Source: an optimization exercise on an open RTL-to-GDS flow (aim: small area). Production flows keep margins and buffers that such runs may drop.
The RTL was checked by simulation tests, not by an equivalence proof against the original design.
No activity file was given, so power comes from the tool's default toggle rates.

// dummy_top
module dummy_top #(
  parameter int unsigned DATA_WIDTH = 32,
  parameter int unsigned MAX_LATENCY = 32,   
  parameter int unsigned MAX_PIPE_DEPTH = 32,
  localparam int unsigned IterCntW = $clog2(MAX_LATENCY),
  localparam int unsigned PipeIdxW = $clog2(MAX_PIPE_DEPTH) + 1
) (
  input logic clk_i,
  input logic rst_ni,
  input logic flush_i,
  input  logic                  valid_i,
  output logic                  ready_o,
  input  logic                  ctl_i,     
  input  dummy_pkg::tag_t       tag_i,     
  input  logic [DATA_WIDTH-1:0] rs1_i,     
  input  logic [DATA_WIDTH-1:0] rs2_i,     
  output logic                  valid_o,
  input  logic                  ready_i,
  output dummy_pkg::tag_t       tag_o,     
  output logic [DATA_WIDTH-1:0] rd_o       
);
==> flow/config.mk <==
export PLATFORM = sky130hd
export DESIGN_NAME = dummy_top
export DESIGN_NICKNAME = dummy_top
export VERILOG_FILES = /design/flow/design.v
export SDC_FILE = /design/flow/constraint.sdc
export NUM_CORES = 4
export LEC_CHECK = 0
export CAP_MARGIN = 20
export CORE_MARGIN = 2
export CORE_UTILIZATION = 40
export SETUP_SLACK_MARGIN = 0.4
export SLEW_MARGIN = 20
==> flow/constraint.sdc <==
create_clock -name core_clock -period 6.0 [get_ports {clk_i}]
set_input_delay 1.2000 -clock core_clock [delete_from_list [all_inputs] [get_ports {clk_i}]]
set_output_delay 1.2000 -clock core_clock [all_outputs]
set_load 0.01 [all_outputs]
standard.sh (not shown) runs the stock make flow with config.mk's settings and CLKGATE_MAP_FILE= SYNTH_SCRIPT=/design/flow/synth_recipe.tcl, a recipe that flattens the netlist after the stock synthesis.
==> flow/flow/run.sh <==
#!/bin/bash
# Layout flow: the standard ORFS flow with
#  - an area-oriented ABC script for the combinational logic (my_synth.tcl,
#    area.abc); registers are mapped exactly as in the standard synthesis,
#  - a smaller clock tree (no dummy loads, small leaf clusters),
#  - buf_1 port buffers and a denser placement,
#  - no buffers or inverters above size 4 for repair (dont_use.txt holds
#    the platform's don't-use list plus those), so that high-fanout nets
#    are buffered with small cells.
set -uo pipefail
HERE=$(pwd)
export MY_ABC_SCRIPT=$HERE/flow/area.abc
CTS="-sink_clustering_enable -repair_clock_nets -dont_use_dummy_load $(cat flow/cts_args.txt)"
bash standard.sh \
  SYNTH_SCRIPT=$HERE/flow/my_synth.tcl \
  "CTS_ARGS=$CTS" \
  "BUFFER_PORTS_ARGS=-buffer_cell sky130_fd_sc_hd__buf_1" \
  "DONT_USE_CELLS=$(cat flow/dont_use.txt)" \
  $(cat flow/make_args.txt) \
  finish > flow_make.log 2>&1
rc=$?
cp -r orfs/logs orfs_logs 2>/dev/null
exit $rc
==> flow/flow/area.abc <==
strash
&get -n
&st
&dch -f
&nf -a -R 1000
&st
&dch -f
&nf -a -R 1000
&put
==> flow/flow/make_args.txt <==
CORE_UTILIZATION=60 PLACE_DENSITY=0.75 SLEW_MARGIN=0 CAP_MARGIN=0 SETUP_SLACK_MARGIN=0.1
Other scripts of this flow, unchanged in this note and not shown: flow/flow/cts_args.txt, flow/flow/dont_use.txt, flow/flow/my_synth.tcl
The first run went through all stages and came out clean.
Next try:
==> flow/flow/area.abc (replaced) <==
strash
&get -n
&st
&dch
&nf -a
&st
&dch
&nf -a
&st
&dch
&nf -a
&put

==> flow/flow/make_args.txt (replaced) <==
CORE_UTILIZATION=55 PLACE_DENSITY=0.7
The changed run went through all stages and came out clean; clock skew rose by 0.037 ns; final cell count came out higher by a few percent; critical path depth goes down by 1; non-clock buffer count grows by 18; global-route usage fell by 2.2 points; power increases by a few percent; hold slack gains 0.017 ns; routed wire length came out higher slightly; synthesized cell count increases slightly.
Next try:
==> flow/flow/area.abc (replaced) <==
strash
&get -n
&st
&dch -f
&nf -a -R 1000
&st
&dch -f
&nf -a -R 1000
&put
==> flow/flow/make_args.txt (replaced) <==
CORE_UTILIZATION=60 PLACE_DENSITY=0.75 SLEW_MARGIN=10 CAP_MARGIN=10 SETUP_SLACK_MARGIN=0.1
The changed run ran to the end with no violations; routed wire length came out lower by 1.5%; non-clock buffer count came out lower by 17; worst setup slack gets better by 0.076 ns.

==> what the ideal ports hide <==
In the flow no input, the clock included, has a driving cell. The finished layouts below were timed again as built, in two steps. Step 1 (the two cells are an assumption about what drives the block):
set clk [get_ports {clk_i}]
set_driving_cell -lib_cell sky130_fd_sc_hd__clkbuf_16 $clk
set_driving_cell -lib_cell sky130_fd_sc_hd__buf_2 [delete_from_list [all_inputs] $clk]
Step 2 also shifts input and output timing later by t, the mid clock arrival at the registers, as if the neighbouring blocks saw the same clock. Three values: ideal ports, drivers, drivers and shift; two values: the first two.
run | t, ns | setup slack, ns | worst setup path after step 2 | cell pins on the clock port's net
the first run | 0.763 | 0.560 / 0.531 / 0.531 | input to output | 1
the second run | 0.776 | 0.407 / 0.374 / 0.374 | input to output | 1
the third run | 0.740 | 0.483 / 0.456 / 0.456 | input to output | 1
After both steps setup and hold are still met in every run listed. The setup slack of the second run, which loses most, moves by -0.033 ns with the drivers and by -0.033 ns with both steps.
